Source: an optimization exercise on an open RTL-to-GDS flow (aim: small area, a short achievable clock period and few clock cycles). Production flows keep margins and buffers that such runs may drop.
Only simulation tests tie the RTL to the original design; equivalence was not proved.
No activity file was given, so power comes from the tool's default toggle rates.

==> job 2129: inputs <==
==> flow/design.v <==
module qrcode_decoder(
    input clk,
    input srst_n,
    input start,
    input sram_rdata,
    output [11:0] sram_raddr,
    output reg [5:0] loc_y,
    output reg [5:0] loc_x,
    output reg [7:0] decode_text,
    output reg valid,
    output reg finish
);
localparam S_A = 3'd0, S_P = 3'd1, S_Y = 3'd2, S_X = 3'd3, S_V = 3'd4,
           S_M = 3'd5, S_D = 3'd6, S_E = 3'd7;
reg [2:0] st, pst;        
reg [5:0] y, x;           
reg       pv;             
reg [5:0] py, px;         
reg       pix;            
reg       started;
assign sram_raddr = {y, x};
reg [5:0] k;              
reg [5:0] ya, yb, xa, xb; 
reg       tight, wide;    
reg       grp;            
reg [1:0] cidx, pcidx;    
reg       pf;             
reg [1:0] rot;
reg [2:0] mask;
reg [1:0] pk;             
reg [4:0] i, j;           
reg       up;
reg [2:0] mv;             
reg [1:0] i3, j3;         
reg       jq;             
reg       mbit;           
reg [2:0] bc;
reg       inlen;
reg [4:0] rem;
function [11:0] rotd;     
    input [1:0] r;
    input [5:0] di, dj;
    begin
        case (r)
            2'd0: rotd = {di, dj};
            2'd1: rotd = {dj, -di};
            2'd2: rotd = {-di, -dj};
            default: rotd = {-dj, di};
        endcase
    end
endfunction
function maskbit;        
    input [2:0] m;
    input a0, a1, b0;     
    input [1:0] a3, b3;   
    input q;              
    reg [1:0] p3, s3;
    reg p2, s2;
    begin
        p3 = (a3 == 2'd0 || b3 == 2'd0) ? 2'd0 : (a3 == b3) ? 2'd1 : 2'd2;
        s3 = (a3 == 2'd0) ? b3 : (b3 == 2'd0) ? a3 : (a3 != b3) ? 2'd0 : (a3 == 2'd1) ? 2'd2 : 2'd1;
        p2 = a0 & b0;
        s2 = a0 ^ b0;
        case (m)
            3'd0: maskbit = ~s2;
            3'd1: maskbit = ~a0;
            3'd2: maskbit = (b3 == 2'd0);
            3'd3: maskbit = (s3 == 2'd0);
            3'd4: maskbit = ~(a1 ^ q);
            3'd5: maskbit = ~p2 & (p3 == 2'd0);
            3'd6: maskbit = ~(p2 ^ p3[0]);
            default: maskbit = ~(s2 ^ p3[0]);
        endcase
    end
endfunction
function [11:0] astep;    
    input [3:0] kk;
    begin
        astep =
    (kk == 4'd0) ? {6'd0, 6'd21} :
    (kk == 4'd1) ? {6'd21, 6'd43} :
    (kk == 4'd2) ? {6'd0, 6'd21} :
    (kk == 4'd3) ? {6'd43, 6'd22} :
    (kk == 4'd4) ? {6'd21, 6'd0} :
    (kk == 4'd5) ? {6'd22, 6'd21} :
    (kk == 4'd6) ? {6'd0, 6'd21} :
    (kk == 4'd7) ? {6'd0, 6'd22} :
    {6'd22, 6'd22};
    end
endfunction
function [11:0] poff;     
    input [4:0] kk;
    begin
        poff =
    (kk == 5'd0) ? {6'd0, 6'd14} :
    (kk == 5'd1) ? {6'd0, 6'd50} :
    (kk == 5'd2) ? {6'd14, 6'd0} :
    (kk == 5'd3) ? {6'd50, 6'd0} :
    (kk == 5'd4) ? {6'd14, 6'd14} :
    (kk == 5'd5) ? {6'd50, 6'd50} :
    (kk == 5'd6) ? {6'd14, 6'd50} :
    (kk == 5'd7) ? {6'd50, 6'd14} :
    (kk == 5'd8) ? {6'd0, 6'd7} :
    (kk == 5'd9) ? {6'd0, 6'd57} :
    (kk == 5'd10) ? {6'd7, 6'd0} :
    (kk == 5'd11) ? {6'd57, 6'd0} :
    (kk == 5'd12) ? {6'd7, 6'd7} :
    (kk == 5'd13) ? {6'd57, 6'd57} :
    (kk == 5'd14) ? {6'd7, 6'd57} :
    (kk == 5'd15) ? {6'd57, 6'd7} :
    (kk == 5'd16) ? {6'd0, 6'd17} :
    (kk == 5'd17) ? {6'd0, 6'd47} :
    (kk == 5'd18) ? {6'd17, 6'd0} :
    (kk == 5'd19) ? {6'd47, 6'd0} :
    (kk == 5'd20) ? {6'd0, 6'd10} :
    (kk == 5'd21) ? {6'd0, 6'd54} :
    (kk == 5'd22) ? {6'd10, 6'd0} :
    (kk == 5'd23) ? {6'd54, 6'd0} :
    (kk == 5'd24) ? {6'd3, 6'd14} :
    (kk == 5'd25) ? {6'd61, 6'd50} :
    (kk == 5'd26) ? {6'd14, 6'd3} :
    {6'd50, 6'd61};
    end
endfunction
localparam [5:0] P_N = 6'd28;
function [5:0] roff;      
    input s;
    input [2:0] a;
    begin
        roff = s ? 6'd20 - {3'd0, a} : {3'd0, a};
    end
endfunction
function [2:0] wmove;     
    input [4:0] a, b;
    input u;
    begin
        if (!b[0]) wmove = 3'd0;                                    
        else if (u) begin
            if (a == ((b >= 5'd13) ? 5'd9 : 5'd0)) wmove = 3'd0;    
            else if (b <= 5'd12 && a == 5'd7) wmove = 3'd2;         
            else wmove = 3'd1;
        end else begin
            if (a == 5'd20) wmove = 3'd0;
            else if (b <= 5'd12 && a == 5'd5) wmove = 3'd4;
            else wmove = 3'd3;
        end
    end
endfunction
wire [1:0] cn = cidx + 2'd1;
wire [5:0] kn = (cidx == 2'd3) ? k + 6'd1 : k;
wire ring_f = (k[5:3] != 3'd7) && (k[2:0] != 3'd7) &&
              !(((k[5:3] == 3'd1) || (k[5:3] == 3'd5)) && (k[2:0] >= 3'd1) && (k[2:0] <= 3'd5)) &&
              !(((k[2:0] == 3'd1) || (k[2:0] == 3'd5)) && (k[5:3] >= 3'd1) && (k[5:3] <= 3'd5));
wire v_miss = (pst == S_V) && (pix != pf);
wire v_end = v_miss || (cidx == 2'd3 && k == 6'd63);
wire [1:0] mc = (st == S_X) ? 2'd0 : v_miss ? pcidx : 2'd3;
reg [1:0] m_rot;
reg [5:0] m_my, m_mx;     
always @* begin
    case (mc)
        2'd0: begin m_rot = 2'd2; m_my = 6'd12; m_mx = 6'd18; end
        2'd1: begin m_rot = 2'd3; m_my = 6'd18; m_mx = 6'd8;  end
        2'd2: begin m_rot = 2'd1; m_my = 6'd2;  m_mx = 6'd12; end
        default: begin m_rot = 2'd0; m_my = 6'd8; m_mx = 6'd2; end
    endcase
end
reg [2:0] n_mask;
always @* begin
    n_mask = mask;
    if (pst == S_M) begin
        case (pk)
            2'd0: n_mask[2] = ~pix;
            2'd1: n_mask[1] = pix;
            default: n_mask[0] = ~pix;
        endcase
    end
end
wire dbit = pix ^ mbit;
reg [5:0] mdi, mdj;
always @* begin
    case (mv)
        3'd0: begin mdi = 6'd0;  mdj = 6'h3f; end
        3'd1: begin mdi = 6'h3f; mdj = 6'd1; end
        3'd2: begin mdi = 6'h3e; mdj = 6'd1; end
        3'd3: begin mdi = 6'd1;  mdj = 6'd1; end
        default: begin mdi = 6'd2; mdj = 6'd1; end
    endcase
end
wire [4:0] ni = i + mdi[4:0];
wire [4:0] nj = j + mdj[4:0];
wire nup = (mv == 3'd0 && j[0]) ? ~up : up;
reg [1:0] ni3, nj3;
reg nq;
always @* begin
    case (mv)
        3'd1: ni3 = (i3 == 2'd0) ? 2'd2 : i3 - 2'd1;
        3'd2: ni3 = (i3 == 2'd2) ? 2'd0 : i3 + 2'd1;
        3'd3: ni3 = (i3 == 2'd2) ? 2'd0 : i3 + 2'd1;
        3'd4: ni3 = (i3 == 2'd0) ? 2'd2 : i3 - 2'd1;
        default: ni3 = i3;
    endcase
    if (mv == 3'd0) begin
        nj3 = (j3 == 2'd0) ? 2'd2 : j3 - 2'd1;
        nq = (j3 == 2'd0) ? ~jq : jq;
    end else begin
        nj3 = (j3 == 2'd2) ? 2'd0 : j3 + 2'd1;
        nq = (j3 == 2'd2) ? ~jq : jq;
    end
end
wire [11:0] a_st = astep(k[3:0]);
wire [11:0] p_of = poff(k[4:0]);
wire [11:0] r_dd = rotd(rot, 6'd9, 6'd15);    
wire [11:0] r_dn = rotd(rot, 6'd0, 6'd1);     
wire [11:0] r_dw = rotd(rot, mdi, mdj);       
reg [5:0] ay, by, ax, bx;
wire [6:0] sy = {1'b0, ay} + {by[5], by};
wire [6:0] sx = {1'b0, ax} + {bx[5], bx};
wire hit = pix && (pst == st);
always @* begin
    ay = y; by = 6'd0; ax = x; bx = 6'd0;
    case (st)
        S_A: if (hit) begin ay = py; ax = px; bx = 6'd14; end
             else begin by = a_st[11:6]; bx = a_st[5:0]; end
        S_P: if (tight || k == P_N) begin ay = yb; by = 6'd44; ax = xa; end
             else begin ay = loc_y; by = p_of[11:6]; ax = loc_x; bx = p_of[5:0]; end
        S_Y: if (hit) begin ay = py; ax = xb; bx = 6'd44; end
             else case (k[2:0])
                 3'd0, 3'd2, 3'd4: bx = 6'd14;
                 3'd1, 3'd3: if (wide) bx = 6'd43; else begin by = 6'd1; bx = 6'd50; end
                 default: by = 6'd1;
             endcase
        S_X: if (hit) begin
                 ay = ya; ax = px;
                 if (py != ya) begin by = m_my; bx = m_mx; end
                 else bx = 6'd20;
             end else if (!grp) by = 6'd20;
             else begin by = 6'd44; bx = 6'd1; end
        S_V: if (v_end) begin ay = ya; by = m_my; ax = xb; bx = m_mx; end
             else begin ay = ya; by = roff(cn[1], kn[5:3]); ax = xb; bx = roff(cn[0], kn[2:0]); end
        S_M: if (k == 6'd2) begin by = r_dd[11:6]; bx = r_dd[5:0]; end
             else if (k != 6'd0 || started) begin by = r_dn[11:6]; bx = r_dn[5:0]; end
        S_D: begin by = r_dw[11:6]; bx = r_dw[5:0]; end
        default: ;
    endcase
end
always @(posedge clk) begin
    begin
        if (start) started <= 1'b1;
        py <= y; px <= x; pix <= sram_rdata & pv; pst <= st;
        pcidx <= cidx; pf <= ring_f; pk <= k[1:0];
        mask <= n_mask;
        mbit <= maskbit(n_mask, i[0], i[1], j[0], i3, j3, jq);
        y <= sy[5:0]; x <= sx[5:0]; pv <= 1'b1;
        valid <= 1'b0;
        finish <= 1'b0;
        case (st)
        S_A: begin
            if (hit) begin
                loc_y <= py; loc_x <= px;
                ya <= py; yb <= py;
                xa <= (px > 6'd43) ? 6'd43 : px; xb <= px;
                tight <= 1'b0;
                st <= S_P; k <= 6'd1;
                pv <= !sx[6];
            end else begin
                k <= (k == 6'd8) ? 6'd0 : k + 6'd1;
            end
        end
        S_P: begin
            if (hit) begin
                if (py < ya) ya <= py;
                if (py > yb) yb <= py;
                if (px < xa) xa <= px;
                if (px > xb) xb <= px;
            end
            tight <= ((yb - ya >= 6'd14) || (ya <= 6'd6) || (yb >= 6'd57)) &&
                     ((xb - xa >= 6'd14) || (xa <= 6'd6) || (xb >= 6'd57));
            wide <= !((xb - xa >= 6'd14) || (xa <= 6'd6) || (xb >= 6'd57));
            if (tight || k == P_N) begin
                st <= S_Y; k <= 6'd0;
                if (sy[6]) y <= 6'd0;
            end else begin
                k <= k + 6'd1;
                pv <= !sy[6] && !sx[6];
            end
        end
        S_Y: begin
            if (hit) begin
                ya <= py;                       
                st <= S_X; grp <= 1'b0;
                if (sx[6]) x <= 6'd0;           
            end else begin
                if (k[2:0] == (wide ? 3'd5 : 3'd1)) k <= 6'd0;
                else k <= k + 6'd1;
            end
        end
        S_X: begin
            if (hit) begin
                xb <= px;                       
                if (py != ya) begin
                    rot <= 2'd2; loc_y <= ya + 6'd20; loc_x <= px + 6'd20;
                    st <= S_M; k <= 6'd0;
                end else begin
                    st <= S_V; cidx <= 2'd1; k <= 6'd0;
                end
            end else grp <= ~grp;
        end
        S_V: begin
            if (v_end) begin
                rot <= m_rot;
                loc_y <= mc[1] ? ya : ya + 6'd20;
                loc_x <= mc[0] ? xb : xb + 6'd20;
                st <= S_M; k <= 6'd0;
            end else begin
                cidx <= cn; k <= kn;
            end
        end
        S_M: begin
            if (k == 6'd2) begin
                st <= S_D; i <= 5'd17; j <= 5'd19; up <= 1'b1; mv <= 3'd1;
                i3 <= 2'd2; j3 <= 2'd1; jq <= 1'b0;
                inlen <= 1'b1; bc <= 3'd0; rem <= 5'd0;
            end else if (k != 6'd0 || started) k <= k + 6'd1;
        end
        S_D: begin
            i <= ni; j <= nj; up <= nup; mv <= wmove(ni, nj, nup);
            i3 <= ni3; j3 <= nj3; jq <= nq;
            if (pst == S_D) begin
                if (inlen) begin
                    rem <= {rem[3:0], dbit};
                    bc <= (bc == 3'd4) ? 3'd0 : bc + 3'd1;
                    if (bc == 3'd4) inlen <= 1'b0;
                end else begin
                    decode_text <= {decode_text[6:0], dbit};
                    bc <= bc + 3'd1;
                    if (bc == 3'd7) begin
                        valid <= 1'b1;
                        rem <= rem - 5'd1;
                        if (rem == 5'd1) begin
                            finish <= 1'b1;
                            st <= S_E;
                        end
                    end
                end
            end
        end
        default: ;
        endcase
    end
    if (!srst_n) begin
        st <= S_A; pst <= S_E; y <= 6'd20; x <= 6'd20; pv <= 1'b1;
        started <= 1'b0; k <= 6'd0; valid <= 1'b0; finish <= 1'b0;
    end
end
endmodule
==> flow/run.sh <==
#!/bin/bash
# synth_recipe.tcl (not shown) runs the flow's synth.tcl, then flattens the netlist and writes it again
# the make line also repeats each setting of config.mk as NAME=value (left out here)
make -C /OpenROAD-flow-scripts/flow DESIGN_CONFIG=/design/flow/config.mk WORK_HOME=/design/flow/orfs CLKGATE_MAP_FILE= SYNTH_SCRIPT=/design/flow/synth_recipe.tcl finish
==> flow/config.mk <==
export PLATFORM = sky130hd
export DESIGN_NAME = qrcode_decoder
export DESIGN_NICKNAME = qrcode_decoder
export VERILOG_FILES = /design/flow/design.v
export SDC_FILE = /design/flow/constraint.sdc
export NUM_CORES = 8
export LEC_CHECK = 0
export ABC_AREA = 1
export CAP_MARGIN = 20
export CORE_MARGIN = 2
export CORE_UTILIZATION = 40
export SLEW_MARGIN = 20
==> flow/constraint.sdc <==
create_clock -name core_clock -period 16.0 [get_ports {clk}]
set_input_delay 3.2000 -clock core_clock [delete_from_list [all_inputs] [get_ports {clk}]]
set_output_delay 3.2000 -clock core_clock [all_outputs]
set_load 0.01 [all_outputs]
==> job 2579 (differences from job 2129) <==
==> flow/flow/run.sh (new file) <==
#!/bin/bash
# The standard layout, with one change: the buffers that the flow puts on every
# input and output port are sky130_fd_sc_hd__buf_4 cells instead of the delay
# buffers buffer_ports picks by default. Each tool's output is in standard.log.
export BUFFER_PORTS_ARGS="-buffer_cell sky130_fd_sc_hd__buf_4"
bash standard.sh > standard.log 2>&1
==> flow/standard.sh (new file) <==
#!/bin/bash
# synth_recipe.tcl (not shown) runs the flow's synth.tcl, then flattens the netlist and writes it again
# the make line also repeats each setting of config.mk as NAME=value (left out here)
make -C /OpenROAD-flow-scripts/flow DESIGN_CONFIG=/design/flow/config.mk WORK_HOME=/design/flow/orfs CLKGATE_MAP_FILE= SYNTH_SCRIPT=/design/flow/synth_recipe.tcl "${@:-finish}"
removed: flow/run.sh
==> job 1803 (differences from job 2129) <==
--- a/flow/design.v
+++ b/flow/design.v
@@ -14,3 +14,4 @@
            S_M = 3'd5, S_D = 3'd6, S_E = 3'd7;
-reg [2:0] st, pst;        
+reg [2:0] st;             
+reg       cont;           
 reg [5:0] y, x;           
@@ -29,3 +30,2 @@
 reg [2:0] mask;
-reg [1:0] pk;             
 reg [4:0] i, j;           
@@ -35,3 +35,2 @@
 reg       jq;             
-reg       mbit;           
 reg [2:0] bc;
@@ -153,3 +152,3 @@
               !(((k[2:0] == 3'd1) || (k[2:0] == 3'd5)) && (k[5:3] >= 3'd1) && (k[5:3] <= 3'd5));
-wire v_miss = (pst == S_V) && (pix != pf);
+wire v_miss = cont && (pix != pf);
 wire v_end = v_miss || (cidx == 2'd3 && k == 6'd63);
@@ -166,14 +165,3 @@
 end
-reg [2:0] n_mask;
-always @* begin
-    n_mask = mask;
-    if (pst == S_M) begin
-        case (pk)
-            2'd0: n_mask[2] = ~pix;
-            2'd1: n_mask[1] = pix;
-            default: n_mask[0] = ~pix;
-        endcase
-    end
-end
-wire dbit = pix ^ mbit;
+wire dbit = sram_rdata ^ maskbit(mask, i[0], i[1], j[0], i3, j3, jq);
 reg [5:0] mdi, mdj;
@@ -217,3 +205,3 @@
 wire [6:0] sx = {1'b0, ax} + {bx[5], bx};
-wire hit = pix && (pst == st);
+wire hit = pix && cont;
 always @* begin
@@ -248,6 +236,4 @@
         if (start) started <= 1'b1;
-        py <= y; px <= x; pix <= sram_rdata & pv; pst <= st;
-        pcidx <= cidx; pf <= ring_f; pk <= k[1:0];
-        mask <= n_mask;
-        mbit <= maskbit(n_mask, i[0], i[1], j[0], i3, j3, jq);
+        py <= y; px <= x; pix <= sram_rdata & pv; cont <= 1'b1;
+        pcidx <= cidx; pf <= ring_f;
         y <= sy[5:0]; x <= sx[5:0]; pv <= 1'b1;
@@ -262,3 +248,3 @@
                 tight <= 1'b0;
-                st <= S_P; k <= 6'd1;
+                st <= S_P; cont <= 1'b0; k <= 6'd1;
                 pv <= !sx[6];
@@ -279,3 +265,3 @@
             if (tight || k == P_N) begin
-                st <= S_Y; k <= 6'd0;
+                st <= S_Y; cont <= 1'b0; k <= 6'd0;
                 if (sy[6]) y <= 6'd0;
@@ -289,3 +275,3 @@
                 ya <= py;                       
-                st <= S_X; grp <= 1'b0;
+                st <= S_X; cont <= 1'b0; grp <= 1'b0;
                 if (sx[6]) x <= 6'd0;           
@@ -301,5 +287,5 @@
                     rot <= 2'd2; loc_y <= ya + 6'd20; loc_x <= px + 6'd20;
-                    st <= S_M; k <= 6'd0;
+                    st <= S_M; cont <= 1'b0; k <= 6'd0;
                 end else begin
-                    st <= S_V; cidx <= 2'd1; k <= 6'd0;
+                    st <= S_V; cont <= 1'b0; cidx <= 2'd1; k <= 6'd0;
                 end
@@ -312,3 +298,3 @@
                 loc_x <= mc[0] ? xb : xb + 6'd20;
-                st <= S_M; k <= 6'd0;
+                st <= S_M; cont <= 1'b0; k <= 6'd0;
             end else begin
@@ -318,4 +304,9 @@
         S_M: begin
+            case (k[1:0])
+                2'd0: mask[2] <= ~sram_rdata;
+                2'd1: mask[1] <= sram_rdata;
+                default: mask[0] <= ~sram_rdata;
+            endcase
             if (k == 6'd2) begin
-                st <= S_D; i <= 5'd17; j <= 5'd19; up <= 1'b1; mv <= 3'd1;
+                st <= S_D; cont <= 1'b0; i <= 5'd17; j <= 5'd19; up <= 1'b1; mv <= 3'd1;
                 i3 <= 2'd2; j3 <= 2'd1; jq <= 1'b0;
@@ -327,3 +318,3 @@
             i3 <= ni3; j3 <= nj3; jq <= nq;
-            if (pst == S_D) begin
+            begin
                 if (inlen) begin
@@ -340,3 +331,3 @@
                             finish <= 1'b1;
-                            st <= S_E;
+                            st <= S_E; cont <= 1'b0;
                         end
@@ -350,3 +341,3 @@
     if (!srst_n) begin
-        st <= S_A; pst <= S_E; y <= 6'd20; x <= 6'd20; pv <= 1'b1;
+        st <= S_A; cont <= 1'b0; y <= 6'd20; x <= 6'd20; pv <= 1'b1;
         started <= 1'b0; k <= 6'd0; valid <= 1'b0; finish <= 1'b0;
==> flow/flow/run.sh (new file) <==
#!/bin/bash
# The standard layout (standard.sh, unchanged), with two changes made through
# its environment:
#  - the buffers that the flow puts on every input and output port are
#    sky130_fd_sc_hd__buf_4 cells instead of the slow delay cells that
#    buffer_ports picks by default;
#  - repair_timing aims for a setup slack of 12 ns, i.e. it sizes the cells of
#    paths slower than about 4 ns. The clock, its period and the I/O
#    constraints are the design's, unchanged.
# Each tool's full output is in standard.log in this folder.
export BUFFER_PORTS_ARGS="-buffer_cell sky130_fd_sc_hd__buf_4"
export SETUP_SLACK_MARGIN=12
bash standard.sh > standard.log 2>&1
==> flow/standard.sh (new file) <==
#!/bin/bash
# synth_recipe.tcl (not shown) runs the flow's synth.tcl, then flattens the netlist and writes it again
# the make line also repeats each setting of config.mk as NAME=value (left out here)
make -C /OpenROAD-flow-scripts/flow DESIGN_CONFIG=/design/flow/config.mk WORK_HOME=/design/flow/orfs CLKGATE_MAP_FILE= SYNTH_SCRIPT=/design/flow/synth_recipe.tcl "${@:-finish}"
removed: flow/run.sh
==> comparison <==
Between job 2129 and job 2579, the lower total power is in job 2579 (gap 0.43%, measured against job 2579).
Between job 2129 and job 1803, the lower routed wire length is in job 2129 (gap about 9%, measured against job 1803).
Of job 2129 and job 2579, job 2129 has the higher maximum frequency (gap about 0.7%, measured against job 2579).
In job 1803 the first-iteration DRC count is higher than in job 2129, by 12%.
Synthesized cell count is the same in job 2579 and job 2129.
In job 2579 the via count is smaller than in job 1803, by about 3.4%.
Sequential power: job 1803 > job 2579 > job 2129.
Against job 2129, the core utilization of job 2579 is lower by 0.52 points.
Testbench counts of job 2129, summed over its fixed seeds: cycles 23,910.
Testbench counts of job 2579, summed over its fixed seeds: cycles 23,910.
Testbench counts of job 1803, summed over its fixed seeds: cycles 23,718.

port drivers added, routing unchanged:
No port has a modelled driver above. Below, the same layouts with a new extraction and two added sets of constraints.
Step 1, drivers: a clkbuf_16 drives clk and a buf_2 each remaining input, both assumed.
Step 2 also shifts input and output timing later by t, the mid clock arrival at the registers, as if the neighbouring blocks saw the same clock.
Slacks: ideal / step 1 / step 2; pairs: ideal / step 1.
| run | t, ns | setup slack, ns | hold WS [ns] | worst register clock-pin slew, ns | worst slew at a driven data input, ns |
|---|---|---|---|---|---|
| job 2129 | 0.475 | 11.131 / 11.156 / 10.682 | 0.376 / 0.376 / 0.376 | 0.07 / 0.07 | 0.03 |
| job 2579 | 0.472 | 11.096 / 11.096 / 11.096 | 0.381 / 0.381 / 0.381 | 0.07 / 0.07 | 0.03 |
| job 1803 | 0.472 | 11.762 / 11.713 / 11.704 | 0.405 / 0.405 / 0.405 | 0.07 / 0.07 | 0.03 |
After both steps every run listed still meets setup and hold. For job 2129, which loses most, drivers alone change the setup slack by +0.025 ns; drivers and shift together by -0.449 ns.
